From an optimization exercise on the open Yosys and OpenROAD flow, aimed at small area and a short achievable clock period; shortcuts taken in it are not production practice. No run shown here included a check of the RTL's function; only the layout flow was run.

$ cat flow/config.mk
export PLATFORM = sky130hd
export DESIGN_NAME = iir
export DESIGN_NICKNAME = iir
export VERILOG_FILES = /design/flow/design.v
export SDC_FILE = /design/flow/constraint.sdc
export NUM_CORES = 4
export LEC_CHECK = 0
export ABC_AREA = 1
export CAP_MARGIN = 20
export CORE_MARGIN = 2
export CORE_UTILIZATION = 40
export SETUP_SLACK_MARGIN = 3
export SLEW_MARGIN = 20
$ cat flow/constraint.sdc
create_clock -name core_clock -period 11.0 [get_ports {clk}]
set_input_delay 2.2000 -clock core_clock [delete_from_list [all_inputs] [get_ports {clk}]]
set_output_delay 2.2000 -clock core_clock [all_outputs]
set_load 0.01 [all_outputs]
$ cat flow/design.v
module iir(
    input signed [31:0] x,
    input clk,
    input reset,
    output signed [31:0] y
    );
    reg [31:0] s1;
    reg [31:0] s2;
    wire [31:0] yv;
    wire [31:0] s1n;
    wire [31:0] s2n;
    wire yas1 = s1[2] ^ x[1] ^ x[0];
    wire yac2 = (s1[2] & x[1]) | (s1[2] & x[0]) | (x[1] & x[0]);
    wire yas3 = s1[3] ^ x[2] ^ x[1];
    wire yac4 = (s1[3] & x[2]) | (s1[3] & x[1]) | (x[2] & x[1]);
    wire yas5 = s1[4] ^ x[3] ^ x[2];
    wire yac6 = (s1[4] & x[3]) | (s1[4] & x[2]) | (x[3] & x[2]);
    wire yas7 = s1[5] ^ x[4] ^ x[3];
    wire yac8 = (s1[5] & x[4]) | (s1[5] & x[3]) | (x[4] & x[3]);
    wire yas9 = s1[6] ^ x[5] ^ x[4];
    wire yac10 = (s1[6] & x[5]) | (s1[6] & x[4]) | (x[5] & x[4]);
    wire yas11 = s1[7] ^ x[6] ^ x[5];
    wire yac12 = (s1[7] & x[6]) | (s1[7] & x[5]) | (x[6] & x[5]);
    wire yas13 = s1[8] ^ x[7] ^ x[6];
    wire yac14 = (s1[8] & x[7]) | (s1[8] & x[6]) | (x[7] & x[6]);
    wire yas15 = s1[9] ^ x[8] ^ x[7];
    wire yac16 = (s1[9] & x[8]) | (s1[9] & x[7]) | (x[8] & x[7]);
    wire yas17 = s1[10] ^ x[9] ^ x[8];
    wire yac18 = (s1[10] & x[9]) | (s1[10] & x[8]) | (x[9] & x[8]);
    wire yas19 = s1[11] ^ x[10] ^ x[9];
    wire yac20 = (s1[11] & x[10]) | (s1[11] & x[9]) | (x[10] & x[9]);
    wire yas21 = s1[12] ^ x[11] ^ x[10];
    wire yac22 = (s1[12] & x[11]) | (s1[12] & x[10]) | (x[11] & x[10]);
    wire yas23 = s1[13] ^ x[12] ^ x[11];
    wire yac24 = (s1[13] & x[12]) | (s1[13] & x[11]) | (x[12] & x[11]);
    wire yas25 = s1[14] ^ x[13] ^ x[12];
    wire yac26 = (s1[14] & x[13]) | (s1[14] & x[12]) | (x[13] & x[12]);
    wire yas27 = s1[15] ^ x[14] ^ x[13];
    wire yac28 = (s1[15] & x[14]) | (s1[15] & x[13]) | (x[14] & x[13]);
    wire yas29 = s1[16] ^ x[15] ^ x[14];
    wire yac30 = (s1[16] & x[15]) | (s1[16] & x[14]) | (x[15] & x[14]);
    wire yas31 = s1[17] ^ x[16] ^ x[15];
    wire yac32 = (s1[17] & x[16]) | (s1[17] & x[15]) | (x[16] & x[15]);
    wire yas33 = s1[18] ^ x[17] ^ x[16];
    wire yac34 = (s1[18] & x[17]) | (s1[18] & x[16]) | (x[17] & x[16]);
    wire yas35 = s1[19] ^ x[18] ^ x[17];
    wire yac36 = (s1[19] & x[18]) | (s1[19] & x[17]) | (x[18] & x[17]);
    wire yas37 = s1[20] ^ x[19] ^ x[18];
    wire yac38 = (s1[20] & x[19]) | (s1[20] & x[18]) | (x[19] & x[18]);
    wire yas39 = s1[21] ^ x[20] ^ x[19];
    wire yac40 = (s1[21] & x[20]) | (s1[21] & x[19]) | (x[20] & x[19]);
    wire yas41 = s1[22] ^ x[21] ^ x[20];
    wire yac42 = (s1[22] & x[21]) | (s1[22] & x[20]) | (x[21] & x[20]);
    wire yas43 = s1[23] ^ x[22] ^ x[21];
    wire yac44 = (s1[23] & x[22]) | (s1[23] & x[21]) | (x[22] & x[21]);
    wire yas45 = s1[24] ^ x[23] ^ x[22];
    wire yac46 = (s1[24] & x[23]) | (s1[24] & x[22]) | (x[23] & x[22]);
    wire yas47 = s1[25] ^ x[24] ^ x[23];
    wire yac48 = (s1[25] & x[24]) | (s1[25] & x[23]) | (x[24] & x[23]);
    wire yas49 = s1[26] ^ x[25] ^ x[24];
    wire yac50 = (s1[26] & x[25]) | (s1[26] & x[24]) | (x[25] & x[24]);
    wire yas51 = s1[27] ^ x[26] ^ x[25];
    wire yac52 = (s1[27] & x[26]) | (s1[27] & x[25]) | (x[26] & x[25]);
    wire yas53 = s1[28] ^ x[27] ^ x[26];
    wire yac54 = (s1[28] & x[27]) | (s1[28] & x[26]) | (x[27] & x[26]);
    wire yas55 = s1[29] ^ x[28] ^ x[27];
    wire yac56 = (s1[29] & x[28]) | (s1[29] & x[27]) | (x[28] & x[27]);
    wire yas57 = s1[30] ^ x[29] ^ x[28];
    wire yac58 = (s1[30] & x[29]) | (s1[30] & x[28]) | (x[29] & x[28]);
    wire yas59 = s1[31] ^ x[30] ^ x[29];
    wire yac60 = (s1[31] & x[30]) | (s1[31] & x[29]) | (x[30] & x[29]);
    wire yvg61 = s1[0] & 1'b0;
    wire yvp62 = s1[0] ^ 1'b0;
    wire yvg63 = s1[1] & x[0];
    wire yvp64 = s1[1] ^ x[0];
    wire yvg65 = yas1 & 1'b0;
    wire yvp66 = yas1 ^ 1'b0;
    wire yvg67 = yas3 & yac2;
    wire yvp68 = yas3 ^ yac2;
    wire yvg69 = yas5 & yac4;
    wire yvp70 = yas5 ^ yac4;
    wire yvg71 = yas7 & yac6;
    wire yvp72 = yas7 ^ yac6;
    wire yvg73 = yas9 & yac8;
    wire yvp74 = yas9 ^ yac8;
    wire yvg75 = yas11 & yac10;
    wire yvp76 = yas11 ^ yac10;
    wire yvg77 = yas13 & yac12;
    wire yvp78 = yas13 ^ yac12;
    wire yvg79 = yas15 & yac14;
    wire yvp80 = yas15 ^ yac14;
    wire yvg81 = yas17 & yac16;
    wire yvp82 = yas17 ^ yac16;
    wire yvg83 = yas19 & yac18;
    wire yvp84 = yas19 ^ yac18;
    wire yvg85 = yas21 & yac20;
    wire yvp86 = yas21 ^ yac20;
    wire yvg87 = yas23 & yac22;
    wire yvp88 = yas23 ^ yac22;
    wire yvg89 = yas25 & yac24;
    wire yvp90 = yas25 ^ yac24;
    wire yvg91 = yas27 & yac26;
    wire yvp92 = yas27 ^ yac26;
    wire yvg93 = yas29 & yac28;
    wire yvp94 = yas29 ^ yac28;
    wire yvg95 = yas31 & yac30;
    wire yvp96 = yas31 ^ yac30;
    wire yvg97 = yas33 & yac32;
    wire yvp98 = yas33 ^ yac32;
    wire yvg99 = yas35 & yac34;
    wire yvp100 = yas35 ^ yac34;
    wire yvg101 = yas37 & yac36;
    wire yvp102 = yas37 ^ yac36;
    wire yvg103 = yas39 & yac38;
    wire yvp104 = yas39 ^ yac38;
    wire yvg105 = yas41 & yac40;
    wire yvp106 = yas41 ^ yac40;
    wire yvg107 = yas43 & yac42;
    wire yvp108 = yas43 ^ yac42;
    wire yvg109 = yas45 & yac44;
    wire yvp110 = yas45 ^ yac44;
    wire yvg111 = yas47 & yac46;
    wire yvp112 = yas47 ^ yac46;
    wire yvg113 = yas49 & yac48;
    wire yvp114 = yas49 ^ yac48;
    wire yvg115 = yas51 & yac50;
    wire yvp116 = yas51 ^ yac50;
    wire yvg117 = yas53 & yac52;
    wire yvp118 = yas53 ^ yac52;
    wire yvg119 = yas55 & yac54;
    wire yvp120 = yas55 ^ yac54;
    wire yvg121 = yas57 & yac56;
    wire yvp122 = yas57 ^ yac56;
    wire yvg123 = yas59 & yac58;
    wire yvp124 = yas59 ^ yac58;
    wire yvG125 = yvg63 | (yvp64 & yvg61);
    wire yvP126 = yvp64 & yvp62;
    wire yvG127 = yvg67 | (yvp68 & yvg65);
    wire yvP128 = yvp68 & yvp66;
    wire yvG129 = yvg71 | (yvp72 & yvg69);
    wire yvP130 = yvp72 & yvp70;
    wire yvG131 = yvg75 | (yvp76 & yvg73);
    wire yvP132 = yvp76 & yvp74;
    wire yvG133 = yvg79 | (yvp80 & yvg77);
    wire yvP134 = yvp80 & yvp78;
    wire yvG135 = yvg83 | (yvp84 & yvg81);
    wire yvP136 = yvp84 & yvp82;
    wire yvG137 = yvg87 | (yvp88 & yvg85);
    wire yvP138 = yvp88 & yvp86;
    wire yvG139 = yvg91 | (yvp92 & yvg89);
    wire yvP140 = yvp92 & yvp90;
    wire yvG141 = yvg95 | (yvp96 & yvg93);
    wire yvP142 = yvp96 & yvp94;
    wire yvG143 = yvg99 | (yvp100 & yvg97);
    wire yvP144 = yvp100 & yvp98;
    wire yvG145 = yvg103 | (yvp104 & yvg101);
    wire yvP146 = yvp104 & yvp102;
    wire yvG147 = yvg107 | (yvp108 & yvg105);
    wire yvP148 = yvp108 & yvp106;
    wire yvG149 = yvg111 | (yvp112 & yvg109);
    wire yvP150 = yvp112 & yvp110;
    wire yvG151 = yvg115 | (yvp116 & yvg113);
    wire yvP152 = yvp116 & yvp114;
    wire yvG153 = yvg119 | (yvp120 & yvg117);
    wire yvP154 = yvp120 & yvp118;
    wire yvG155 = yvg123 | (yvp124 & yvg121);
    wire yvP156 = yvp124 & yvp122;
    wire yvG157 = yvG127 | (yvP128 & yvG125);
    wire yvP158 = yvP128 & yvP126;
    wire yvG159 = yvG131 | (yvP132 & yvG129);
    wire yvP160 = yvP132 & yvP130;
    wire yvG161 = yvG135 | (yvP136 & yvG133);
    wire yvP162 = yvP136 & yvP134;
    wire yvG163 = yvG139 | (yvP140 & yvG137);
    wire yvP164 = yvP140 & yvP138;
    wire yvG165 = yvG143 | (yvP144 & yvG141);
    wire yvP166 = yvP144 & yvP142;
    wire yvG167 = yvG147 | (yvP148 & yvG145);
    wire yvP168 = yvP148 & yvP146;
    wire yvG169 = yvG151 | (yvP152 & yvG149);
    wire yvP170 = yvP152 & yvP150;
    wire yvG171 = yvG155 | (yvP156 & yvG153);
    wire yvP172 = yvP156 & yvP154;
    wire yvG173 = yvG159 | (yvP160 & yvG157);
    wire yvP174 = yvP160 & yvP158;
    wire yvG175 = yvG163 | (yvP164 & yvG161);
    wire yvP176 = yvP164 & yvP162;
    wire yvG177 = yvG167 | (yvP168 & yvG165);
    wire yvP178 = yvP168 & yvP166;
    wire yvG179 = yvG171 | (yvP172 & yvG169);
    wire yvP180 = yvP172 & yvP170;
    wire yvG181 = yvG175 | (yvP176 & yvG173);
    wire yvP182 = yvP176 & yvP174;
    wire yvG183 = yvG179 | (yvP180 & yvG177);
    wire yvP184 = yvP180 & yvP178;
    wire yvG185 = yvG183 | (yvP184 & yvG181);
    wire yvP186 = yvP184 & yvP182;
    wire yvG187 = yvG177 | (yvP178 & yvG181);
    wire yvP188 = yvP178 & yvP182;
    wire yvG189 = yvG161 | (yvP162 & yvG173);
    wire yvP190 = yvP162 & yvP174;
    wire yvG191 = yvG165 | (yvP166 & yvG181);
    wire yvP192 = yvP166 & yvP182;
    wire yvG193 = yvG169 | (yvP170 & yvG187);
    wire yvP194 = yvP170 & yvP188;
    wire yvG195 = yvG129 | (yvP130 & yvG157);
    wire yvP196 = yvP130 & yvP158;
    wire yvG197 = yvG133 | (yvP134 & yvG173);
    wire yvP198 = yvP134 & yvP174;
    wire yvG199 = yvG137 | (yvP138 & yvG189);
    wire yvP200 = yvP138 & yvP190;
    wire yvG201 = yvG141 | (yvP142 & yvG181);
    wire yvP202 = yvP142 & yvP182;
    wire yvG203 = yvG145 | (yvP146 & yvG191);
    wire yvP204 = yvP146 & yvP192;
    wire yvG205 = yvG149 | (yvP150 & yvG187);
    wire yvP206 = yvP150 & yvP188;
    wire yvG207 = yvG153 | (yvP154 & yvG193);
    wire yvP208 = yvP154 & yvP194;
    wire yvG209 = yvg65 | (yvp66 & yvG125);
    wire yvP210 = yvp66 & yvP126;
    wire yvG211 = yvg69 | (yvp70 & yvG157);
    wire yvP212 = yvp70 & yvP158;
    wire yvG213 = yvg73 | (yvp74 & yvG195);
    wire yvP214 = yvp74 & yvP196;
    wire yvG215 = yvg77 | (yvp78 & yvG173);
    wire yvP216 = yvp78 & yvP174;
    wire yvG217 = yvg81 | (yvp82 & yvG197);
    wire yvP218 = yvp82 & yvP198;
    wire yvG219 = yvg85 | (yvp86 & yvG189);
    wire yvP220 = yvp86 & yvP190;
    wire yvG221 = yvg89 | (yvp90 & yvG199);
    wire yvP222 = yvp90 & yvP200;
    wire yvG223 = yvg93 | (yvp94 & yvG181);
    wire yvP224 = yvp94 & yvP182;
    wire yvG225 = yvg97 | (yvp98 & yvG201);
    wire yvP226 = yvp98 & yvP202;
    wire yvG227 = yvg101 | (yvp102 & yvG191);
    wire yvP228 = yvp102 & yvP192;
    wire yvG229 = yvg105 | (yvp106 & yvG203);
    wire yvP230 = yvp106 & yvP204;
    wire yvG231 = yvg109 | (yvp110 & yvG187);
    wire yvP232 = yvp110 & yvP188;
    wire yvG233 = yvg113 | (yvp114 & yvG205);
    wire yvP234 = yvp114 & yvP206;
    wire yvG235 = yvg117 | (yvp118 & yvG193);
    wire yvP236 = yvp118 & yvP194;
    wire yvG237 = yvg121 | (yvp122 & yvG207);
    wire yvP238 = yvp122 & yvP208;
    wire sas239 = s2[2] ^ x[2] ^ ~yv[0];
    wire sac240 = (s2[2] & x[2]) | (s2[2] & ~yv[0]) | (x[2] & ~yv[0]);
    wire sas241 = s2[3] ^ x[3] ^ ~yv[1];
    wire sac242 = (s2[3] & x[3]) | (s2[3] & ~yv[1]) | (x[3] & ~yv[1]);
    wire sas243 = s2[4] ^ x[4] ^ ~yv[2];
    wire sac244 = (s2[4] & x[4]) | (s2[4] & ~yv[2]) | (x[4] & ~yv[2]);
    wire sas245 = s2[5] ^ x[5] ^ ~yv[3];
    wire sac246 = (s2[5] & x[5]) | (s2[5] & ~yv[3]) | (x[5] & ~yv[3]);
    wire sas247 = s2[6] ^ x[6] ^ ~yv[4];
    wire sac248 = (s2[6] & x[6]) | (s2[6] & ~yv[4]) | (x[6] & ~yv[4]);
    wire sas249 = s2[7] ^ x[7] ^ ~yv[5];
    wire sac250 = (s2[7] & x[7]) | (s2[7] & ~yv[5]) | (x[7] & ~yv[5]);
    wire sas251 = s2[8] ^ x[8] ^ ~yv[6];
    wire sac252 = (s2[8] & x[8]) | (s2[8] & ~yv[6]) | (x[8] & ~yv[6]);
    wire sas253 = s2[9] ^ x[9] ^ ~yv[7];
    wire sac254 = (s2[9] & x[9]) | (s2[9] & ~yv[7]) | (x[9] & ~yv[7]);
    wire sas255 = s2[10] ^ x[10] ^ ~yv[8];
    wire sac256 = (s2[10] & x[10]) | (s2[10] & ~yv[8]) | (x[10] & ~yv[8]);
    wire sas257 = s2[11] ^ x[11] ^ ~yv[9];
    wire sac258 = (s2[11] & x[11]) | (s2[11] & ~yv[9]) | (x[11] & ~yv[9]);
    wire sas259 = s2[12] ^ x[12] ^ ~yv[10];
    wire sac260 = (s2[12] & x[12]) | (s2[12] & ~yv[10]) | (x[12] & ~yv[10]);
    wire sas261 = s2[13] ^ x[13] ^ ~yv[11];
    wire sac262 = (s2[13] & x[13]) | (s2[13] & ~yv[11]) | (x[13] & ~yv[11]);
    wire sas263 = s2[14] ^ x[14] ^ ~yv[12];
    wire sac264 = (s2[14] & x[14]) | (s2[14] & ~yv[12]) | (x[14] & ~yv[12]);
    wire sas265 = s2[15] ^ x[15] ^ ~yv[13];
    wire sac266 = (s2[15] & x[15]) | (s2[15] & ~yv[13]) | (x[15] & ~yv[13]);
    wire sas267 = s2[16] ^ x[16] ^ ~yv[14];
    wire sac268 = (s2[16] & x[16]) | (s2[16] & ~yv[14]) | (x[16] & ~yv[14]);
    wire sas269 = s2[17] ^ x[17] ^ ~yv[15];
    wire sac270 = (s2[17] & x[17]) | (s2[17] & ~yv[15]) | (x[17] & ~yv[15]);
    wire sas271 = s2[18] ^ x[18] ^ ~yv[16];
    wire sac272 = (s2[18] & x[18]) | (s2[18] & ~yv[16]) | (x[18] & ~yv[16]);
    wire sas273 = s2[19] ^ x[19] ^ ~yv[17];
    wire sac274 = (s2[19] & x[19]) | (s2[19] & ~yv[17]) | (x[19] & ~yv[17]);
    wire sas275 = s2[20] ^ x[20] ^ ~yv[18];
    wire sac276 = (s2[20] & x[20]) | (s2[20] & ~yv[18]) | (x[20] & ~yv[18]);
    wire sas277 = s2[21] ^ x[21] ^ ~yv[19];
    wire sac278 = (s2[21] & x[21]) | (s2[21] & ~yv[19]) | (x[21] & ~yv[19]);
    wire sas279 = s2[22] ^ x[22] ^ ~yv[20];
    wire sac280 = (s2[22] & x[22]) | (s2[22] & ~yv[20]) | (x[22] & ~yv[20]);
    wire sas281 = s2[23] ^ x[23] ^ ~yv[21];
    wire sac282 = (s2[23] & x[23]) | (s2[23] & ~yv[21]) | (x[23] & ~yv[21]);
    wire sas283 = s2[24] ^ x[24] ^ ~yv[22];
    wire sac284 = (s2[24] & x[24]) | (s2[24] & ~yv[22]) | (x[24] & ~yv[22]);
    wire sas285 = s2[25] ^ x[25] ^ ~yv[23];
    wire sac286 = (s2[25] & x[25]) | (s2[25] & ~yv[23]) | (x[25] & ~yv[23]);
    wire sas287 = s2[26] ^ x[26] ^ ~yv[24];
    wire sac288 = (s2[26] & x[26]) | (s2[26] & ~yv[24]) | (x[26] & ~yv[24]);
    wire sas289 = s2[27] ^ x[27] ^ ~yv[25];
    wire sac290 = (s2[27] & x[27]) | (s2[27] & ~yv[25]) | (x[27] & ~yv[25]);
    wire sas291 = s2[28] ^ x[28] ^ ~yv[26];
    wire sac292 = (s2[28] & x[28]) | (s2[28] & ~yv[26]) | (x[28] & ~yv[26]);
    wire sas293 = s2[29] ^ x[29] ^ ~yv[27];
    wire sac294 = (s2[29] & x[29]) | (s2[29] & ~yv[27]) | (x[29] & ~yv[27]);
    wire sas295 = s2[30] ^ x[30] ^ ~yv[28];
    wire sac296 = (s2[30] & x[30]) | (s2[30] & ~yv[28]) | (x[30] & ~yv[28]);
    wire sas297 = s2[31] ^ x[31] ^ ~yv[29];
    wire sac298 = (s2[31] & x[31]) | (s2[31] & ~yv[29]) | (x[31] & ~yv[29]);
    wire s1ng299 = s2[0] & x[0];
    wire s1np300 = s2[0] ^ x[0];
    wire s1ng301 = s2[1] & x[1];
    wire s1np302 = s2[1] ^ x[1];
    wire s1ng303 = 1'b1 & sas239;
    wire s1np304 = 1'b1 ^ sas239;
    wire s1ng305 = sas241 & sac240;
    wire s1np306 = sas241 ^ sac240;
    wire s1ng307 = sas243 & sac242;
    wire s1np308 = sas243 ^ sac242;
    wire s1ng309 = sas245 & sac244;
    wire s1np310 = sas245 ^ sac244;
    wire s1ng311 = sas247 & sac246;
    wire s1np312 = sas247 ^ sac246;
    wire s1ng313 = sas249 & sac248;
    wire s1np314 = sas249 ^ sac248;
    wire s1ng315 = sas251 & sac250;
    wire s1np316 = sas251 ^ sac250;
    wire s1ng317 = sas253 & sac252;
    wire s1np318 = sas253 ^ sac252;
    wire s1ng319 = sas255 & sac254;
    wire s1np320 = sas255 ^ sac254;
    wire s1ng321 = sas257 & sac256;
    wire s1np322 = sas257 ^ sac256;
    wire s1ng323 = sas259 & sac258;
    wire s1np324 = sas259 ^ sac258;
    wire s1ng325 = sas261 & sac260;
    wire s1np326 = sas261 ^ sac260;
    wire s1ng327 = sas263 & sac262;
    wire s1np328 = sas263 ^ sac262;
    wire s1ng329 = sas265 & sac264;
    wire s1np330 = sas265 ^ sac264;
    wire s1ng331 = sas267 & sac266;
    wire s1np332 = sas267 ^ sac266;
    wire s1ng333 = sas269 & sac268;
    wire s1np334 = sas269 ^ sac268;
    wire s1ng335 = sas271 & sac270;
    wire s1np336 = sas271 ^ sac270;
    wire s1ng337 = sas273 & sac272;
    wire s1np338 = sas273 ^ sac272;
    wire s1ng339 = sas275 & sac274;
    wire s1np340 = sas275 ^ sac274;
    wire s1ng341 = sas277 & sac276;
    wire s1np342 = sas277 ^ sac276;
    wire s1ng343 = sas279 & sac278;
    wire s1np344 = sas279 ^ sac278;
    wire s1ng345 = sas281 & sac280;
    wire s1np346 = sas281 ^ sac280;
    wire s1ng347 = sas283 & sac282;
    wire s1np348 = sas283 ^ sac282;
    wire s1ng349 = sas285 & sac284;
    wire s1np350 = sas285 ^ sac284;
    wire s1ng351 = sas287 & sac286;
    wire s1np352 = sas287 ^ sac286;
    wire s1ng353 = sas289 & sac288;
    wire s1np354 = sas289 ^ sac288;
    wire s1ng355 = sas291 & sac290;
    wire s1np356 = sas291 ^ sac290;
    wire s1ng357 = sas293 & sac292;
    wire s1np358 = sas293 ^ sac292;
    wire s1ng359 = sas295 & sac294;
    wire s1np360 = sas295 ^ sac294;
    wire s1ng361 = sas297 & sac296;
    wire s1np362 = sas297 ^ sac296;
    wire s1nG363 = s1ng301 | (s1np302 & s1ng299);
    wire s1nP364 = s1np302 & s1np300;
    wire s1nG365 = s1ng305 | (s1np306 & s1ng303);
    wire s1nP366 = s1np306 & s1np304;
    wire s1nG367 = s1ng309 | (s1np310 & s1ng307);
    wire s1nP368 = s1np310 & s1np308;
    wire s1nG369 = s1ng313 | (s1np314 & s1ng311);
    wire s1nP370 = s1np314 & s1np312;
    wire s1nG371 = s1ng317 | (s1np318 & s1ng315);
    wire s1nP372 = s1np318 & s1np316;
    wire s1nG373 = s1ng321 | (s1np322 & s1ng319);
    wire s1nP374 = s1np322 & s1np320;
    wire s1nG375 = s1ng325 | (s1np326 & s1ng323);
    wire s1nP376 = s1np326 & s1np324;
    wire s1nG377 = s1ng329 | (s1np330 & s1ng327);
    wire s1nP378 = s1np330 & s1np328;
    wire s1nG379 = s1ng333 | (s1np334 & s1ng331);
    wire s1nP380 = s1np334 & s1np332;
    wire s1nG381 = s1ng337 | (s1np338 & s1ng335);
    wire s1nP382 = s1np338 & s1np336;
    wire s1nG383 = s1ng341 | (s1np342 & s1ng339);
    wire s1nP384 = s1np342 & s1np340;
    wire s1nG385 = s1ng345 | (s1np346 & s1ng343);
    wire s1nP386 = s1np346 & s1np344;
    wire s1nG387 = s1ng349 | (s1np350 & s1ng347);
    wire s1nP388 = s1np350 & s1np348;
    wire s1nG389 = s1ng353 | (s1np354 & s1ng351);
    wire s1nP390 = s1np354 & s1np352;
    wire s1nG391 = s1ng357 | (s1np358 & s1ng355);
    wire s1nP392 = s1np358 & s1np356;
    wire s1nG393 = s1ng361 | (s1np362 & s1ng359);
    wire s1nP394 = s1np362 & s1np360;
    wire s1nG395 = s1nG365 | (s1nP366 & s1nG363);
    wire s1nP396 = s1nP366 & s1nP364;
    wire s1nG397 = s1nG369 | (s1nP370 & s1nG367);
    wire s1nP398 = s1nP370 & s1nP368;
    wire s1nG399 = s1nG373 | (s1nP374 & s1nG371);
    wire s1nP400 = s1nP374 & s1nP372;
    wire s1nG401 = s1nG377 | (s1nP378 & s1nG375);
    wire s1nP402 = s1nP378 & s1nP376;
    wire s1nG403 = s1nG381 | (s1nP382 & s1nG379);
    wire s1nP404 = s1nP382 & s1nP380;
    wire s1nG405 = s1nG385 | (s1nP386 & s1nG383);
    wire s1nP406 = s1nP386 & s1nP384;
    wire s1nG407 = s1nG389 | (s1nP390 & s1nG387);
    wire s1nP408 = s1nP390 & s1nP388;
    wire s1nG409 = s1nG393 | (s1nP394 & s1nG391);
    wire s1nP410 = s1nP394 & s1nP392;
    wire s1nG411 = s1nG397 | (s1nP398 & s1nG395);
    wire s1nP412 = s1nP398 & s1nP396;
    wire s1nG413 = s1nG401 | (s1nP402 & s1nG399);
    wire s1nP414 = s1nP402 & s1nP400;
    wire s1nG415 = s1nG405 | (s1nP406 & s1nG403);
    wire s1nP416 = s1nP406 & s1nP404;
    wire s1nG417 = s1nG409 | (s1nP410 & s1nG407);
    wire s1nP418 = s1nP410 & s1nP408;
    wire s1nG419 = s1nG413 | (s1nP414 & s1nG411);
    wire s1nP420 = s1nP414 & s1nP412;
    wire s1nG421 = s1nG417 | (s1nP418 & s1nG415);
    wire s1nP422 = s1nP418 & s1nP416;
    wire s1nG423 = s1nG421 | (s1nP422 & s1nG419);
    wire s1nP424 = s1nP422 & s1nP420;
    wire s1nG425 = s1nG415 | (s1nP416 & s1nG419);
    wire s1nP426 = s1nP416 & s1nP420;
    wire s1nG427 = s1nG399 | (s1nP400 & s1nG411);
    wire s1nP428 = s1nP400 & s1nP412;
    wire s1nG429 = s1nG403 | (s1nP404 & s1nG419);
    wire s1nP430 = s1nP404 & s1nP420;
    wire s1nG431 = s1nG407 | (s1nP408 & s1nG425);
    wire s1nP432 = s1nP408 & s1nP426;
    wire s1nG433 = s1nG367 | (s1nP368 & s1nG395);
    wire s1nP434 = s1nP368 & s1nP396;
    wire s1nG435 = s1nG371 | (s1nP372 & s1nG411);
    wire s1nP436 = s1nP372 & s1nP412;
    wire s1nG437 = s1nG375 | (s1nP376 & s1nG427);
    wire s1nP438 = s1nP376 & s1nP428;
    wire s1nG439 = s1nG379 | (s1nP380 & s1nG419);
    wire s1nP440 = s1nP380 & s1nP420;
    wire s1nG441 = s1nG383 | (s1nP384 & s1nG429);
    wire s1nP442 = s1nP384 & s1nP430;
    wire s1nG443 = s1nG387 | (s1nP388 & s1nG425);
    wire s1nP444 = s1nP388 & s1nP426;
    wire s1nG445 = s1nG391 | (s1nP392 & s1nG431);
    wire s1nP446 = s1nP392 & s1nP432;
    wire s1nG447 = s1ng303 | (s1np304 & s1nG363);
    wire s1nP448 = s1np304 & s1nP364;
    wire s1nG449 = s1ng307 | (s1np308 & s1nG395);
    wire s1nP450 = s1np308 & s1nP396;
    wire s1nG451 = s1ng311 | (s1np312 & s1nG433);
    wire s1nP452 = s1np312 & s1nP434;
    wire s1nG453 = s1ng315 | (s1np316 & s1nG411);
    wire s1nP454 = s1np316 & s1nP412;
    wire s1nG455 = s1ng319 | (s1np320 & s1nG435);
    wire s1nP456 = s1np320 & s1nP436;
    wire s1nG457 = s1ng323 | (s1np324 & s1nG427);
    wire s1nP458 = s1np324 & s1nP428;
    wire s1nG459 = s1ng327 | (s1np328 & s1nG437);
    wire s1nP460 = s1np328 & s1nP438;
    wire s1nG461 = s1ng331 | (s1np332 & s1nG419);
    wire s1nP462 = s1np332 & s1nP420;
    wire s1nG463 = s1ng335 | (s1np336 & s1nG439);
    wire s1nP464 = s1np336 & s1nP440;
    wire s1nG465 = s1ng339 | (s1np340 & s1nG429);
    wire s1nP466 = s1np340 & s1nP430;
    wire s1nG467 = s1ng343 | (s1np344 & s1nG441);
    wire s1nP468 = s1np344 & s1nP442;
    wire s1nG469 = s1ng347 | (s1np348 & s1nG425);
    wire s1nP470 = s1np348 & s1nP426;
    wire s1nG471 = s1ng351 | (s1np352 & s1nG443);
    wire s1nP472 = s1np352 & s1nP444;
    wire s1nG473 = s1ng355 | (s1np356 & s1nG431);
    wire s1nP474 = s1np356 & s1nP432;
    wire s1nG475 = s1ng359 | (s1np360 & s1nG445);
    wire s1nP476 = s1np360 & s1nP446;
    wire sbs477 = x[0] ^ ~yv[1] ^ ~yv[0];
    wire sbc478 = (x[0] & ~yv[1]) | (x[0] & ~yv[0]) | (~yv[1] & ~yv[0]);
    wire sbs479 = x[1] ^ ~yv[2] ^ ~yv[1];
    wire sbc480 = (x[1] & ~yv[2]) | (x[1] & ~yv[1]) | (~yv[2] & ~yv[1]);
    wire sbs481 = x[2] ^ ~yv[3] ^ ~yv[2];
    wire sbc482 = (x[2] & ~yv[3]) | (x[2] & ~yv[2]) | (~yv[3] & ~yv[2]);
    wire sbs483 = x[3] ^ ~yv[4] ^ ~yv[3];
    wire sbc484 = (x[3] & ~yv[4]) | (x[3] & ~yv[3]) | (~yv[4] & ~yv[3]);
    wire sbs485 = x[4] ^ ~yv[5] ^ ~yv[4];
    wire sbc486 = (x[4] & ~yv[5]) | (x[4] & ~yv[4]) | (~yv[5] & ~yv[4]);
    wire sbs487 = x[5] ^ ~yv[6] ^ ~yv[5];
    wire sbc488 = (x[5] & ~yv[6]) | (x[5] & ~yv[5]) | (~yv[6] & ~yv[5]);
    wire sbs489 = x[6] ^ ~yv[7] ^ ~yv[6];
    wire sbc490 = (x[6] & ~yv[7]) | (x[6] & ~yv[6]) | (~yv[7] & ~yv[6]);
    wire sbs491 = x[7] ^ ~yv[8] ^ ~yv[7];
    wire sbc492 = (x[7] & ~yv[8]) | (x[7] & ~yv[7]) | (~yv[8] & ~yv[7]);
    wire sbs493 = x[8] ^ ~yv[9] ^ ~yv[8];
    wire sbc494 = (x[8] & ~yv[9]) | (x[8] & ~yv[8]) | (~yv[9] & ~yv[8]);
    wire sbs495 = x[9] ^ ~yv[10] ^ ~yv[9];
    wire sbc496 = (x[9] & ~yv[10]) | (x[9] & ~yv[9]) | (~yv[10] & ~yv[9]);
    wire sbs497 = x[10] ^ ~yv[11] ^ ~yv[10];
    wire sbc498 = (x[10] & ~yv[11]) | (x[10] & ~yv[10]) | (~yv[11] & ~yv[10]);
    wire sbs499 = x[11] ^ ~yv[12] ^ ~yv[11];
    wire sbc500 = (x[11] & ~yv[12]) | (x[11] & ~yv[11]) | (~yv[12] & ~yv[11]);
    wire sbs501 = x[12] ^ ~yv[13] ^ ~yv[12];
    wire sbc502 = (x[12] & ~yv[13]) | (x[12] & ~yv[12]) | (~yv[13] & ~yv[12]);
    wire sbs503 = x[13] ^ ~yv[14] ^ ~yv[13];
    wire sbc504 = (x[13] & ~yv[14]) | (x[13] & ~yv[13]) | (~yv[14] & ~yv[13]);
    wire sbs505 = x[14] ^ ~yv[15] ^ ~yv[14];
    wire sbc506 = (x[14] & ~yv[15]) | (x[14] & ~yv[14]) | (~yv[15] & ~yv[14]);
    wire sbs507 = x[15] ^ ~yv[16] ^ ~yv[15];
    wire sbc508 = (x[15] & ~yv[16]) | (x[15] & ~yv[15]) | (~yv[16] & ~yv[15]);
    wire sbs509 = x[16] ^ ~yv[17] ^ ~yv[16];
    wire sbc510 = (x[16] & ~yv[17]) | (x[16] & ~yv[16]) | (~yv[17] & ~yv[16]);
    wire sbs511 = x[17] ^ ~yv[18] ^ ~yv[17];
    wire sbc512 = (x[17] & ~yv[18]) | (x[17] & ~yv[17]) | (~yv[18] & ~yv[17]);
    wire sbs513 = x[18] ^ ~yv[19] ^ ~yv[18];
    wire sbc514 = (x[18] & ~yv[19]) | (x[18] & ~yv[18]) | (~yv[19] & ~yv[18]);
    wire sbs515 = x[19] ^ ~yv[20] ^ ~yv[19];
    wire sbc516 = (x[19] & ~yv[20]) | (x[19] & ~yv[19]) | (~yv[20] & ~yv[19]);
    wire sbs517 = x[20] ^ ~yv[21] ^ ~yv[20];
    wire sbc518 = (x[20] & ~yv[21]) | (x[20] & ~yv[20]) | (~yv[21] & ~yv[20]);
    wire sbs519 = x[21] ^ ~yv[22] ^ ~yv[21];
    wire sbc520 = (x[21] & ~yv[22]) | (x[21] & ~yv[21]) | (~yv[22] & ~yv[21]);
    wire sbs521 = x[22] ^ ~yv[23] ^ ~yv[22];
    wire sbc522 = (x[22] & ~yv[23]) | (x[22] & ~yv[22]) | (~yv[23] & ~yv[22]);
    wire sbs523 = x[23] ^ ~yv[24] ^ ~yv[23];
    wire sbc524 = (x[23] & ~yv[24]) | (x[23] & ~yv[23]) | (~yv[24] & ~yv[23]);
    wire sbs525 = x[24] ^ ~yv[25] ^ ~yv[24];
    wire sbc526 = (x[24] & ~yv[25]) | (x[24] & ~yv[24]) | (~yv[25] & ~yv[24]);
    wire sbs527 = x[25] ^ ~yv[26] ^ ~yv[25];
    wire sbc528 = (x[25] & ~yv[26]) | (x[25] & ~yv[25]) | (~yv[26] & ~yv[25]);
    wire sbs529 = x[26] ^ ~yv[27] ^ ~yv[26];
    wire sbc530 = (x[26] & ~yv[27]) | (x[26] & ~yv[26]) | (~yv[27] & ~yv[26]);
    wire sbs531 = x[27] ^ ~yv[28] ^ ~yv[27];
    wire sbc532 = (x[27] & ~yv[28]) | (x[27] & ~yv[27]) | (~yv[28] & ~yv[27]);
    wire sbs533 = x[28] ^ ~yv[29] ^ ~yv[28];
    wire sbc534 = (x[28] & ~yv[29]) | (x[28] & ~yv[28]) | (~yv[29] & ~yv[28]);
    wire sbs535 = x[29] ^ ~yv[30] ^ ~yv[29];
    wire sbc536 = (x[29] & ~yv[30]) | (x[29] & ~yv[29]) | (~yv[30] & ~yv[29]);
    wire sbs537 = x[30] ^ ~yv[31] ^ ~yv[30];
    wire sbc538 = (x[30] & ~yv[31]) | (x[30] & ~yv[30]) | (~yv[31] & ~yv[30]);
    wire s2ng539 = ~yv[0] & 1'b1;
    wire s2np540 = ~yv[0] ^ 1'b1;
    wire s2ng541 = 1'b1 & sbs477;
    wire s2np542 = 1'b1 ^ sbs477;
    wire s2ng543 = sbs479 & sbc478;
    wire s2np544 = sbs479 ^ sbc478;
    wire s2ng545 = sbs481 & sbc480;
    wire s2np546 = sbs481 ^ sbc480;
    wire s2ng547 = sbs483 & sbc482;
    wire s2np548 = sbs483 ^ sbc482;
    wire s2ng549 = sbs485 & sbc484;
    wire s2np550 = sbs485 ^ sbc484;
    wire s2ng551 = sbs487 & sbc486;
    wire s2np552 = sbs487 ^ sbc486;
    wire s2ng553 = sbs489 & sbc488;
    wire s2np554 = sbs489 ^ sbc488;
    wire s2ng555 = sbs491 & sbc490;
    wire s2np556 = sbs491 ^ sbc490;
    wire s2ng557 = sbs493 & sbc492;
    wire s2np558 = sbs493 ^ sbc492;
    wire s2ng559 = sbs495 & sbc494;
    wire s2np560 = sbs495 ^ sbc494;
    wire s2ng561 = sbs497 & sbc496;
    wire s2np562 = sbs497 ^ sbc496;
    wire s2ng563 = sbs499 & sbc498;
    wire s2np564 = sbs499 ^ sbc498;
    wire s2ng565 = sbs501 & sbc500;
    wire s2np566 = sbs501 ^ sbc500;
    wire s2ng567 = sbs503 & sbc502;
    wire s2np568 = sbs503 ^ sbc502;
    wire s2ng569 = sbs505 & sbc504;
    wire s2np570 = sbs505 ^ sbc504;
    wire s2ng571 = sbs507 & sbc506;
    wire s2np572 = sbs507 ^ sbc506;
    wire s2ng573 = sbs509 & sbc508;
    wire s2np574 = sbs509 ^ sbc508;
    wire s2ng575 = sbs511 & sbc510;
    wire s2np576 = sbs511 ^ sbc510;
    wire s2ng577 = sbs513 & sbc512;
    wire s2np578 = sbs513 ^ sbc512;
    wire s2ng579 = sbs515 & sbc514;
    wire s2np580 = sbs515 ^ sbc514;
    wire s2ng581 = sbs517 & sbc516;
    wire s2np582 = sbs517 ^ sbc516;
    wire s2ng583 = sbs519 & sbc518;
    wire s2np584 = sbs519 ^ sbc518;
    wire s2ng585 = sbs521 & sbc520;
    wire s2np586 = sbs521 ^ sbc520;
    wire s2ng587 = sbs523 & sbc522;
    wire s2np588 = sbs523 ^ sbc522;
    wire s2ng589 = sbs525 & sbc524;
    wire s2np590 = sbs525 ^ sbc524;
    wire s2ng591 = sbs527 & sbc526;
    wire s2np592 = sbs527 ^ sbc526;
    wire s2ng593 = sbs529 & sbc528;
    wire s2np594 = sbs529 ^ sbc528;
    wire s2ng595 = sbs531 & sbc530;
    wire s2np596 = sbs531 ^ sbc530;
    wire s2ng597 = sbs533 & sbc532;
    wire s2np598 = sbs533 ^ sbc532;
    wire s2ng599 = sbs535 & sbc534;
    wire s2np600 = sbs535 ^ sbc534;
    wire s2ng601 = sbs537 & sbc536;
    wire s2np602 = sbs537 ^ sbc536;
    wire s2nG603 = s2ng541 | (s2np542 & s2ng539);
    wire s2nP604 = s2np542 & s2np540;
    wire s2nG605 = s2ng545 | (s2np546 & s2ng543);
    wire s2nP606 = s2np546 & s2np544;
    wire s2nG607 = s2ng549 | (s2np550 & s2ng547);
    wire s2nP608 = s2np550 & s2np548;
    wire s2nG609 = s2ng553 | (s2np554 & s2ng551);
    wire s2nP610 = s2np554 & s2np552;
    wire s2nG611 = s2ng557 | (s2np558 & s2ng555);
    wire s2nP612 = s2np558 & s2np556;
    wire s2nG613 = s2ng561 | (s2np562 & s2ng559);
    wire s2nP614 = s2np562 & s2np560;
    wire s2nG615 = s2ng565 | (s2np566 & s2ng563);
    wire s2nP616 = s2np566 & s2np564;
    wire s2nG617 = s2ng569 | (s2np570 & s2ng567);
    wire s2nP618 = s2np570 & s2np568;
    wire s2nG619 = s2ng573 | (s2np574 & s2ng571);
    wire s2nP620 = s2np574 & s2np572;
    wire s2nG621 = s2ng577 | (s2np578 & s2ng575);
    wire s2nP622 = s2np578 & s2np576;
    wire s2nG623 = s2ng581 | (s2np582 & s2ng579);
    wire s2nP624 = s2np582 & s2np580;
    wire s2nG625 = s2ng585 | (s2np586 & s2ng583);
    wire s2nP626 = s2np586 & s2np584;
    wire s2nG627 = s2ng589 | (s2np590 & s2ng587);
    wire s2nP628 = s2np590 & s2np588;
    wire s2nG629 = s2ng593 | (s2np594 & s2ng591);
    wire s2nP630 = s2np594 & s2np592;
    wire s2nG631 = s2ng597 | (s2np598 & s2ng595);
    wire s2nP632 = s2np598 & s2np596;
    wire s2nG633 = s2ng601 | (s2np602 & s2ng599);
    wire s2nP634 = s2np602 & s2np600;
    wire s2nG635 = s2nG605 | (s2nP606 & s2nG603);
    wire s2nP636 = s2nP606 & s2nP604;
    wire s2nG637 = s2nG609 | (s2nP610 & s2nG607);
    wire s2nP638 = s2nP610 & s2nP608;
    wire s2nG639 = s2nG613 | (s2nP614 & s2nG611);
    wire s2nP640 = s2nP614 & s2nP612;
    wire s2nG641 = s2nG617 | (s2nP618 & s2nG615);
    wire s2nP642 = s2nP618 & s2nP616;
    wire s2nG643 = s2nG621 | (s2nP622 & s2nG619);
    wire s2nP644 = s2nP622 & s2nP620;
    wire s2nG645 = s2nG625 | (s2nP626 & s2nG623);
    wire s2nP646 = s2nP626 & s2nP624;
    wire s2nG647 = s2nG629 | (s2nP630 & s2nG627);
    wire s2nP648 = s2nP630 & s2nP628;
    wire s2nG649 = s2nG633 | (s2nP634 & s2nG631);
    wire s2nP650 = s2nP634 & s2nP632;
    wire s2nG651 = s2nG637 | (s2nP638 & s2nG635);
    wire s2nP652 = s2nP638 & s2nP636;
    wire s2nG653 = s2nG641 | (s2nP642 & s2nG639);
    wire s2nP654 = s2nP642 & s2nP640;
    wire s2nG655 = s2nG645 | (s2nP646 & s2nG643);
    wire s2nP656 = s2nP646 & s2nP644;
    wire s2nG657 = s2nG649 | (s2nP650 & s2nG647);
    wire s2nP658 = s2nP650 & s2nP648;
    wire s2nG659 = s2nG653 | (s2nP654 & s2nG651);
    wire s2nP660 = s2nP654 & s2nP652;
    wire s2nG661 = s2nG657 | (s2nP658 & s2nG655);
    wire s2nP662 = s2nP658 & s2nP656;
    wire s2nG663 = s2nG661 | (s2nP662 & s2nG659);
    wire s2nP664 = s2nP662 & s2nP660;
    wire s2nG665 = s2nG655 | (s2nP656 & s2nG659);
    wire s2nP666 = s2nP656 & s2nP660;
    wire s2nG667 = s2nG639 | (s2nP640 & s2nG651);
    wire s2nP668 = s2nP640 & s2nP652;
    wire s2nG669 = s2nG643 | (s2nP644 & s2nG659);
    wire s2nP670 = s2nP644 & s2nP660;
    wire s2nG671 = s2nG647 | (s2nP648 & s2nG665);
    wire s2nP672 = s2nP648 & s2nP666;
    wire s2nG673 = s2nG607 | (s2nP608 & s2nG635);
    wire s2nP674 = s2nP608 & s2nP636;
    wire s2nG675 = s2nG611 | (s2nP612 & s2nG651);
    wire s2nP676 = s2nP612 & s2nP652;
    wire s2nG677 = s2nG615 | (s2nP616 & s2nG667);
    wire s2nP678 = s2nP616 & s2nP668;
    wire s2nG679 = s2nG619 | (s2nP620 & s2nG659);
    wire s2nP680 = s2nP620 & s2nP660;
    wire s2nG681 = s2nG623 | (s2nP624 & s2nG669);
    wire s2nP682 = s2nP624 & s2nP670;
    wire s2nG683 = s2nG627 | (s2nP628 & s2nG665);
    wire s2nP684 = s2nP628 & s2nP666;
    wire s2nG685 = s2nG631 | (s2nP632 & s2nG671);
    wire s2nP686 = s2nP632 & s2nP672;
    wire s2nG687 = s2ng543 | (s2np544 & s2nG603);
    wire s2nP688 = s2np544 & s2nP604;
    wire s2nG689 = s2ng547 | (s2np548 & s2nG635);
    wire s2nP690 = s2np548 & s2nP636;
    wire s2nG691 = s2ng551 | (s2np552 & s2nG673);
    wire s2nP692 = s2np552 & s2nP674;
    wire s2nG693 = s2ng555 | (s2np556 & s2nG651);
    wire s2nP694 = s2np556 & s2nP652;
    wire s2nG695 = s2ng559 | (s2np560 & s2nG675);
    wire s2nP696 = s2np560 & s2nP676;
    wire s2nG697 = s2ng563 | (s2np564 & s2nG667);
    wire s2nP698 = s2np564 & s2nP668;
    wire s2nG699 = s2ng567 | (s2np568 & s2nG677);
    wire s2nP700 = s2np568 & s2nP678;
    wire s2nG701 = s2ng571 | (s2np572 & s2nG659);
    wire s2nP702 = s2np572 & s2nP660;
    wire s2nG703 = s2ng575 | (s2np576 & s2nG679);
    wire s2nP704 = s2np576 & s2nP680;
    wire s2nG705 = s2ng579 | (s2np580 & s2nG669);
    wire s2nP706 = s2np580 & s2nP670;
    wire s2nG707 = s2ng583 | (s2np584 & s2nG681);
    wire s2nP708 = s2np584 & s2nP682;
    wire s2nG709 = s2ng587 | (s2np588 & s2nG665);
    wire s2nP710 = s2np588 & s2nP666;
    wire s2nG711 = s2ng591 | (s2np592 & s2nG683);
    wire s2nP712 = s2np592 & s2nP684;
    wire s2nG713 = s2ng595 | (s2np596 & s2nG671);
    wire s2nP714 = s2np596 & s2nP672;
    wire s2nG715 = s2ng599 | (s2np600 & s2nG685);
    wire s2nP716 = s2np600 & s2nP686;
    assign yv[0] = yvp62;
    assign yv[1] = yvp64 ^ yvg61;
    assign yv[2] = yvp66 ^ yvG125;
    assign yv[3] = yvp68 ^ yvG209;
    assign yv[4] = yvp70 ^ yvG157;
    assign yv[5] = yvp72 ^ yvG211;
    assign yv[6] = yvp74 ^ yvG195;
    assign yv[7] = yvp76 ^ yvG213;
    assign yv[8] = yvp78 ^ yvG173;
    assign yv[9] = yvp80 ^ yvG215;
    assign yv[10] = yvp82 ^ yvG197;
    assign yv[11] = yvp84 ^ yvG217;
    assign yv[12] = yvp86 ^ yvG189;
    assign yv[13] = yvp88 ^ yvG219;
    assign yv[14] = yvp90 ^ yvG199;
    assign yv[15] = yvp92 ^ yvG221;
    assign yv[16] = yvp94 ^ yvG181;
    assign yv[17] = yvp96 ^ yvG223;
    assign yv[18] = yvp98 ^ yvG201;
    assign yv[19] = yvp100 ^ yvG225;
    assign yv[20] = yvp102 ^ yvG191;
    assign yv[21] = yvp104 ^ yvG227;
    assign yv[22] = yvp106 ^ yvG203;
    assign yv[23] = yvp108 ^ yvG229;
    assign yv[24] = yvp110 ^ yvG187;
    assign yv[25] = yvp112 ^ yvG231;
    assign yv[26] = yvp114 ^ yvG205;
    assign yv[27] = yvp116 ^ yvG233;
    assign yv[28] = yvp118 ^ yvG193;
    assign yv[29] = yvp120 ^ yvG235;
    assign yv[30] = yvp122 ^ yvG207;
    assign yv[31] = yvp124 ^ yvG237;
    assign s1n[0] = s1np300;
    assign s1n[1] = s1np302 ^ s1ng299;
    assign s1n[2] = s1np304 ^ s1nG363;
    assign s1n[3] = s1np306 ^ s1nG447;
    assign s1n[4] = s1np308 ^ s1nG395;
    assign s1n[5] = s1np310 ^ s1nG449;
    assign s1n[6] = s1np312 ^ s1nG433;
    assign s1n[7] = s1np314 ^ s1nG451;
    assign s1n[8] = s1np316 ^ s1nG411;
    assign s1n[9] = s1np318 ^ s1nG453;
    assign s1n[10] = s1np320 ^ s1nG435;
    assign s1n[11] = s1np322 ^ s1nG455;
    assign s1n[12] = s1np324 ^ s1nG427;
    assign s1n[13] = s1np326 ^ s1nG457;
    assign s1n[14] = s1np328 ^ s1nG437;
    assign s1n[15] = s1np330 ^ s1nG459;
    assign s1n[16] = s1np332 ^ s1nG419;
    assign s1n[17] = s1np334 ^ s1nG461;
    assign s1n[18] = s1np336 ^ s1nG439;
    assign s1n[19] = s1np338 ^ s1nG463;
    assign s1n[20] = s1np340 ^ s1nG429;
    assign s1n[21] = s1np342 ^ s1nG465;
    assign s1n[22] = s1np344 ^ s1nG441;
    assign s1n[23] = s1np346 ^ s1nG467;
    assign s1n[24] = s1np348 ^ s1nG425;
    assign s1n[25] = s1np350 ^ s1nG469;
    assign s1n[26] = s1np352 ^ s1nG443;
    assign s1n[27] = s1np354 ^ s1nG471;
    assign s1n[28] = s1np356 ^ s1nG431;
    assign s1n[29] = s1np358 ^ s1nG473;
    assign s1n[30] = s1np360 ^ s1nG445;
    assign s1n[31] = s1np362 ^ s1nG475;
    assign s2n[0] = s2np540;
    assign s2n[1] = s2np542 ^ s2ng539;
    assign s2n[2] = s2np544 ^ s2nG603;
    assign s2n[3] = s2np546 ^ s2nG687;
    assign s2n[4] = s2np548 ^ s2nG635;
    assign s2n[5] = s2np550 ^ s2nG689;
    assign s2n[6] = s2np552 ^ s2nG673;
    assign s2n[7] = s2np554 ^ s2nG691;
    assign s2n[8] = s2np556 ^ s2nG651;
    assign s2n[9] = s2np558 ^ s2nG693;
    assign s2n[10] = s2np560 ^ s2nG675;
    assign s2n[11] = s2np562 ^ s2nG695;
    assign s2n[12] = s2np564 ^ s2nG667;
    assign s2n[13] = s2np566 ^ s2nG697;
    assign s2n[14] = s2np568 ^ s2nG677;
    assign s2n[15] = s2np570 ^ s2nG699;
    assign s2n[16] = s2np572 ^ s2nG659;
    assign s2n[17] = s2np574 ^ s2nG701;
    assign s2n[18] = s2np576 ^ s2nG679;
    assign s2n[19] = s2np578 ^ s2nG703;
    assign s2n[20] = s2np580 ^ s2nG669;
    assign s2n[21] = s2np582 ^ s2nG705;
    assign s2n[22] = s2np584 ^ s2nG681;
    assign s2n[23] = s2np586 ^ s2nG707;
    assign s2n[24] = s2np588 ^ s2nG665;
    assign s2n[25] = s2np590 ^ s2nG709;
    assign s2n[26] = s2np592 ^ s2nG683;
    assign s2n[27] = s2np594 ^ s2nG711;
    assign s2n[28] = s2np596 ^ s2nG671;
    assign s2n[29] = s2np598 ^ s2nG713;
    assign s2n[30] = s2np600 ^ s2nG685;
    assign s2n[31] = s2np602 ^ s2nG715;
    assign y = yv;
    always @(posedge clk or posedge reset)
        if (reset) begin
            s1 <= 32'd0;
            s2 <= 32'd0;
        end else begin
            s1 <= s1n;
            s2 <= s2n;
        end
endmodule
$ cat flow/run.sh
#!/bin/bash
# synth_recipe.tcl (not shown) runs the flow's synth.tcl, then flattens the netlist and writes it again
# the make line also repeats each setting of config.mk as NAME=value (left out here)
make -C /OpenROAD-flow-scripts/flow DESIGN_CONFIG=/design/flow/config.mk WORK_HOME=/design/flow/orfs CLKGATE_MAP_FILE= SYNTH_SCRIPT=/design/flow/synth_recipe.tcl finish
==> results of run 1 <==
==> kinds of logic (layout without fill, tap and decap cells) <==
group	count (synthesis)	after routing
buffers and inverters	173	254
xor gates and xnor gates	57	57
DFF	64	64
AOI/OAI and AO/OA	58	58
and+or+nand+nor	162	162
adders and majority gates	216	216
==> worst max-delay path, cell delays in order <==
cell             delay (ns)
dlygate4sd2_1          0.38
fa_1                   0.47
ha_1                   0.36
nand2_1                0.07
nor2_1                 0.13
inv_1                  0.05
nor2_1                 0.09
nand2_1                0.07
nand2_2                0.10
a31oi_1                0.11
fa_1                   0.39
xnor2_1                0.48
clkdlybuf4s50_1        0.64
==> registers in the layout, indices dropped and copies added (netlist names) <==
| signal | flops |
|---|---|
| s1 | 32 |
| s2 | 32 |
==> stage by stage <==
step / worst slack [ns] / instances
2_1_floorplan: 3.94 / 730
3_3_place_gp: 2.63 / 1028
3_5_place_dp: 2.60 / 1028
4_1_cts: 3.00 / 1044
5_1_grt: 3.00 / 1045
6_report: 3.26 / 1045
==> final cells by class <==
type | count | area, µm²
fillers | 1774 | 9780
inverters | 171 | 642
flip-flops and latches | 64 | 1600
clock buffers | 13 | 280
well taps | 234 | 293
multi-input cells | 493 | 5290
clock inverters | 2 | 12.5
repair buffers | 68 | 621
==> metal layers <==
metal,up-vias,wire length [µm],share of wire [%]
met3,11,418,2.8
met4,2,151,1.0
met2,53,7600,52
li1,2384,-,-
met1,2398,6560,44
met5,-,13,0.088
==> synthesized netlist by cell type <==
master    count  area share (%)
inv_1       167             8.4
fa_1        128              34
nand2_1      92             4.6
ha_1         88              15
dfrtp_1      64              21
xor2_1       38             4.4
a21oi_1      31             2.1
nor2_1       23             1.2
nand3_1      20             1.3
xnor2_1      19             2.2
nand2_2      13             1.1
a21o_1        7            0.70
nand4_1       7            0.58
a31o_2        5            0.58
o21bai_1      5            0.50
inv_2         4            0.20
a211oi_1      2            0.20
a31oi_1       2            0.17
buf_4         2            0.20
nor2_2        2            0.17
o21ai_0       2            0.13
a21oi_2       1            0.12
nand3_2       1            0.13
nor3_1        1           0.067
nor3_2        1            0.13
nor4_1        1           0.084
o21a_1        1            0.10
o21ai_1       1           0.067
o21bai_2      1            0.15
or2_1         1           0.084
==> worst min-delay path by stage <==
stage,endpoint,cells after the start
4_1_cts,s1[0]$_DFF_PP0_,1
2_1_floorplan,s1[0]$_DFF_PP0_,1
3_5_place_dp,s1[0]$_DFF_PP0_,1
3_3_place_gp,s1[0]$_DFF_PP0_,1
6_report,s1[0]$_DFF_PP0_,1
5_1_grt,s1[0]$_DFF_PP0_,1
==> cells in the final DEF (no fill, tap or decap), types with 3 or more instances in the layout <==
master	n
fa_1	126
nand2_1	92
o21bai_1	5
a21o_1	7
clkbuf_16	9
inv_1	165
xnor2_1	18
nor2_1	22
clkbuf_2	7
buf_4	3
xor2_1	36
a31o_2	5
nor2_2	3
nand2_2	13
dlygate4sd2_1	13
clkdlybuf4s50_1	41
dfrtp_1	64
nand4_1	7
ha_1	88
a21oi_1	30
nand3_1	20
clkbuf_8	4
inv_2	6
==> what timing repair did <==
item | 4_1_cts | 5_1_grt
hold endpoints to repair | 0 | 0
setup endpoints to repair | 18 | 11
resized for setup | 33 | 24
buffers inserted | 1 | 1
pin swaps | 1 | 4
==> out/metrics.yaml, run 1 <==
status:
  status: "finished clean"
cts:
  cts_sinks: 64
  cts_tree: "done"
  path_clk_slew_ns: 0.06
  clk_latency_ns: 0.34
  ctsHoldBuffers: 0
  cts_root_buffer: "clkbuf_16"
  clockBufferDepth: 2
  htreeDepth: 3
  cts_made_buffers: 9
floorplan:
  num_io_pins: 66
  coreArea_um2: 18500
  fp.dieH_um: 141
  die-width_um: 141
  start_util_pct: 40.4
  placementRows: 50
  dieArea_um2: 19800
sta:
  setup_viol: 0
  grt_setup_unrepaired: "true"
  skew_ns: 0.00675
  hold_viol: 0
  worst_pin_slew_ns: 0.911
  final.min_clock_period_ns: 7.74
  max_freq_mhz: 129
  finalCritPeriodShare_pct: 70.4
  fin_setup_tns_ns: 0
  whs_ns: 0.466
  drv_slew: 0
  relSlewSlack_pct: 39.2
layout:
  drive_gt1_share_pct: 8.01
  final_util_pct: 47.2
  design_area_um2: 8730
  nets: 1057
  area_delta_synth_final_pct: 16.7
  diodes: 0
grt:
  overflow: 0
  met3_usage_pct: 3.40
  grt_pass1_vias: 5342
  grt_use_met1_pct: 21.7
  busiest_layer: "met2"
  grt_pass1_wl_um: 26100
  track_usage_pct: 16.8
  grt_start_max_net_pins: 65
  use_met2_pct: 29.4
  antenna_found_initial: 1
worst_setup_path:
  reg2regPathDepth: 29
  end_kind: "output port"
  path_class: "in -> out"
  r2r_end: "s2[31]$_DFF_PP0_"
  r2r_start: "s1[3]$_DFF_PP0_"
  cp_max_fo: 4
  cp_data_required_time_ns: 8.80
  endpoint: "y[19]"
  crit_arrival_ns: 5.54
  ff2ff_setup_slack_ns: 5.41
  startpoint: "x[12]"
  startpoint_type: "input pin"
yosys:
  synthAdderAreaFrac_pct: 48.9
  synth_top_family_by_area: "adder cells"
  netlist_area_um2: 7490
  synth_cells: 730
  synth-compound-area-share_pct: 4.80
  synth_seq_area_share_pct: 21.4
  ys_ff_latch: 64
  yosysWarnings: 1
  yosysUniqueCellTypes: 30
  muxShareOfSynthArea_pct: 0
  synth-xor-area-share_pct: 6.67
  avgSynthCellArea_um2: 10.3
  synth_nets: 980
  synth_simple_gate_area_share_pct: 9.44
detailed_routing:
  first_iter_violations: 107
  post-route-drc-count: 0
  num_vias: 4848
  routedWlPerCell_um: 14.1
  ant_nets: 0
  drt_pass1_iterations: 4
  via_per_inst: 4.64
  finalWirelength_um: 14700
placement:
  placed_area_um2: 8420
  place.detailed.hpwl_um: 12500
  port_buffers: 65
  place.gp.congestion: 0.792
hold_path:
  min_from: "s2[0]$_DFF_PP0_"
  hold_class: "reg -> reg"
flow_run:
  drv_cap: 0
==> run 2, diff against run 1 <==
==> flow/flow/run.sh (new file) <==
#!/bin/bash
# The standard ORFS layout with extra make settings:
#   BUFFER_PORTS_ARGS="-buffer_cell sky130_fd_sc_hd__buf_2"
# Each ORFS step keeps its full log under orfs/logs; make's own output goes to flow.log.
set -o pipefail
bash standard.sh BUFFER_PORTS_ARGS="-buffer_cell sky130_fd_sc_hd__buf_2" finish > flow.log 2>&1
==> flow/standard.sh (new file) <==
#!/bin/bash
# synth_recipe.tcl (not shown) runs the flow's synth.tcl, then flattens the netlist and writes it again
# the make line also repeats each setting of config.mk as NAME=value (left out here)
make -C /OpenROAD-flow-scripts/flow DESIGN_CONFIG=/design/flow/config.mk WORK_HOME=/design/flow/orfs CLKGATE_MAP_FILE= SYNTH_SCRIPT=/design/flow/synth_recipe.tcl "${@:-finish}"
removed: flow/run.sh
==> run 2 against run 1 <==
Net effect:
- largest cell class unchanged
- register-to-register slack improved by 0.02 ns
- routed wire length is essentially flat
- die area unchanged
- hold slack better by 0.0021 ns
- still clean
- via count shrank 0.12%
==> out/metrics.yaml, run 2 <==
detailed_routing:
  finalWirelength_um: 14800  # about the same
  routedWlPerCell_um: 14.1  # +0.14%
  via_per_inst: 4.64  # about the same
  num_vias: 4842  # -0.12%
  first_iter_violations: 164  # +53%
  drt_pass1_iterations: 4  # unchanged
  post-route-drc-count: 0  # unchanged
  ant_nets: 0  # unchanged
worst_setup_path:
  reg2regPathDepth: 29  # unchanged
  end_kind: "output port"
  crit_slowest_cell: "fa_1"
  cpLargestDelayFamily: "adder cells"
  crit_top_cell: "nand2_1"
  cp_num_buf_inv: 5  # +2
  crit_arrival_ns: 5.32  # -0.22 ns
  cp_max_fo: 4  # unchanged
  path_class: "in -> out"
  r2r_end: "s1[31]$_DFF_PP0_"
  max_stage_delay_ns: 0.53  # -0.11 ns
  cp_data_required_time_ns: 8.80  # about the same
  r2r_start: "s1[5]$_DFF_PP0_"
  cp_cell_sequence: "buf_2, inv_1, fa_1, inv_1, ha_1, nand2_1, nor2_1, nand2_1, nand3_2, nand2_1, nand2_2, nand2_2, nand2_2, nand2_1, nand2_1, a21oi_2, fa_1, xnor2_1, xnor2_1, xor2_1, inv_1, buf_2"
  ff2ff_setup_slack_ns: 5.43  # +0.02 ns
  startpoint_type: "input pin"
cts:
  cts-resized-gates: 0  # -100%
  clk_latency_ns: 0.34  # about the same
  path_clk_slew_ns: 0.06  # about the same
  htreeDepth: 3  # unchanged
  cts_tree: "done"
  cts_root_buffer: "clkbuf_16"
  cts_made_buffers: 9  # unchanged
  post_cts_buffers: 0  # -1
  cts_sinks: 64  # unchanged
  ctsHoldBuffers: 0  # unchanged
  clockBufferDepth: 2  # unchanged
flow_run:
  drv_cap: 0  # unchanged
hold_path:
  hold_end: "s1[0]$_DFF_PP0_"
  hold_class: "reg -> reg"
  min_from: "s2[0]$_DFF_PP0_"
  hold_depth: 1  # unchanged
grt:
  grt_pass1_vias: 5333  # -0.17%
  antenna_found_initial: 1  # unchanged
  overflow: 0  # unchanged
  grt_pass1_wl_um: 26000  # -0.58%
  grt_start_max_net_pins: 65  # unchanged
  track_usage_pct: 16.7  # -0.11 points
yosys:
  synth_ff_type: "dfrtp_1"
  synth_edf_count: 0  # unchanged
  yosysUniqueCellTypes: 30  # unchanged
  synth_nets: 980  # unchanged
  yosysMostFrequentCell: "inv_1"
  ys_top_cells_by_area: "fa_1 34%, dfrtp_1 21%, ha_1 15%"
  synth-async-reset-ratio_pct: 100  # unchanged
  yosys-top-cells-count: "167 x inv_1, 128 x fa_1, 92 x nand2_1, 88 x ha_1, 64 x dfrtp_1"
  synth_seq_area_share_pct: 21.4  # unchanged
  synth_cells: 730  # unchanged
  avgSynthCellArea_um2: 10.3  # unchanged
  ys_ff_latch: 64  # unchanged
  synth_top_area_share_pct: 34.2  # unchanged
  yosys.area.top_type: "fa_1"
  yosysWarnings: 1  # unchanged
  netlist_area_um2: 7490  # unchanged
sta:
  setup_viol: 0  # unchanged
  relSlewSlack_pct: 41.0  # +1.8 points
  skew_ns: 0.00660  # -0.000156 ns
  max_freq_mhz: 133  # +2.9%
  hold_viol: 0  # unchanged
  final.min_clock_period_ns: 7.52  # -0.221 ns
  worst_pin_slew_ns: 0.885  # -0.0269 ns
  finalCritPeriodShare_pct: 68.4  # -2.0 points
  grt_setup_unrepaired: "false"
  drv_slew: 0  # unchanged
  fin_setup_tns_ns: 0  # unchanged
  whs_ns: 0.468  # +0.00211 ns
placement:
  dp_cells: 1028  # unchanged
  port_buffers: 65  # unchanged
  place.detailed.hpwl_um: 12800  # +1.7%
  placed_area_um2: 8100  # -3.9%
  place.gp.congestion: 0.796  # +0.53%
layout:
  layout_common_cells: "166 x inv_1, 128 x fa_1, 92 x nand2_1, 88 x ha_1, 65 x buf_2"
  drive_gt1_share_pct: 13.6  # +5.6 points
  register_area_um2: 1600  # unchanged
  design_area_um2: 8390  # -4.0%
  multi_input_area_um2: 5230  # -1.1%
  diodes: 0  # unchanged
  fillCellCount: 1781  # +0.39%
  nets: 1055  # -0.19%
  area_delta_synth_final_pct: 12.0
  final_common_cell: "inv_1"
  final_cells: 1044  # -0.096%
  reg_top3: "s1 (32), s2 (32)"
floorplan:
  placementRows: 50  # unchanged
  num_io_pins: 66  # unchanged
  fp.dieH_um: 141  # unchanged
  coreArea_um2: 18500  # unchanged
  dieArea_um2: 19800  # unchanged
  start_util_pct: 40.4  # unchanged
  die-width_um: 141  # unchanged
status:
  status: "finished clean"
[run 2: how the worst max path moves through the flow]
stage	startpoint	to	slack [ns]	cells after the start
finish	x[3]	y[31]	3.48	22
global route	x[9]	s2[31]$_DFF_PP0_	3.17	29
CTS	x[3]	y[31]	3.43	22
detailed placement	x[4]	s1[31]$_DFF_PP0_	3.27	30
global placement	x[4]	s1[31]$_DFF_PP0_	3.31	30
floorplan	x[3]	s2[31]$_DFF_PP0_	3.94	31
[run 2: routing by layer]
metal  GRT usage, %  up-vias  part of all wire, %
met2           29.0       66                   51
met4           4.68        2                  1.8
li1               -     2385                    -
met5              0        -                0.088
met3           3.67       20                  3.6
met1           21.2     2369                   44
[run 2: logic make-up after synthesis]
family                     Yosys count  synth area share [%]
adders and majority gates          216                  48.9
buffers and inverters              173                  8.77
DFF                                 64                  21.4
xor gates and xnor gates            57                  6.67
and+or+nand+nor                    162                  9.44
AOI/OAI and AO/OA                   58                  4.80
[run 2: cell type report]
class / count / area share [%]
inverter: 171 / 7.65
multi-input combinational: 493 / 62.3
clock buffer: 10 / 2.73
timing repair buffer: 66 / 3.97
clock inverter: 6 / 0.716
tap: 234 / 3.49
sequential: 64 / 19.1
[run 2: through the flow]
step | worst slack, ns | util [%]
6_report | 3.48 | 45.3
5_1_grt | 3.17 | 45.3
4_1_cts | 3.43 | 45.3
3_5_place_dp | 3.27 | 43.7
3_3_place_gp | 3.31 | 43.7
2_1_floorplan | 3.94 | -

[separate check: timing with driven ports]
The flow's constraints put no driver on any port. The routed layouts listed below were extracted and timed again, unchanged, in two steps. Step 1 sets driving cells, clkbuf_16 on the clock port and buf_2 on the other inputs (assumed; they add their load-dependent delay and slew). Step 2, shift: input delay + t, output delay - t, t = (earliest + latest rising clock arrival at the registers) / 2. This alone moves slack from input paths to output paths. Three values: ideal, step 1, step 2; two values: the first two.
run	shift t [ns]	slack for setup (ns)	latest minus earliest clock arrival (ns)
run 1	0.379	3.259 / 3.240 / 3.175	0.007 / 0.007
run 2	0.378	3.480 / 3.458 / 3.282	0.006 / 0.007
After both steps setup and hold are still met in every run listed. For run 2, which loses most, drivers alone change the setup slack by -0.022 ns; drivers and shift together by -0.198 ns.
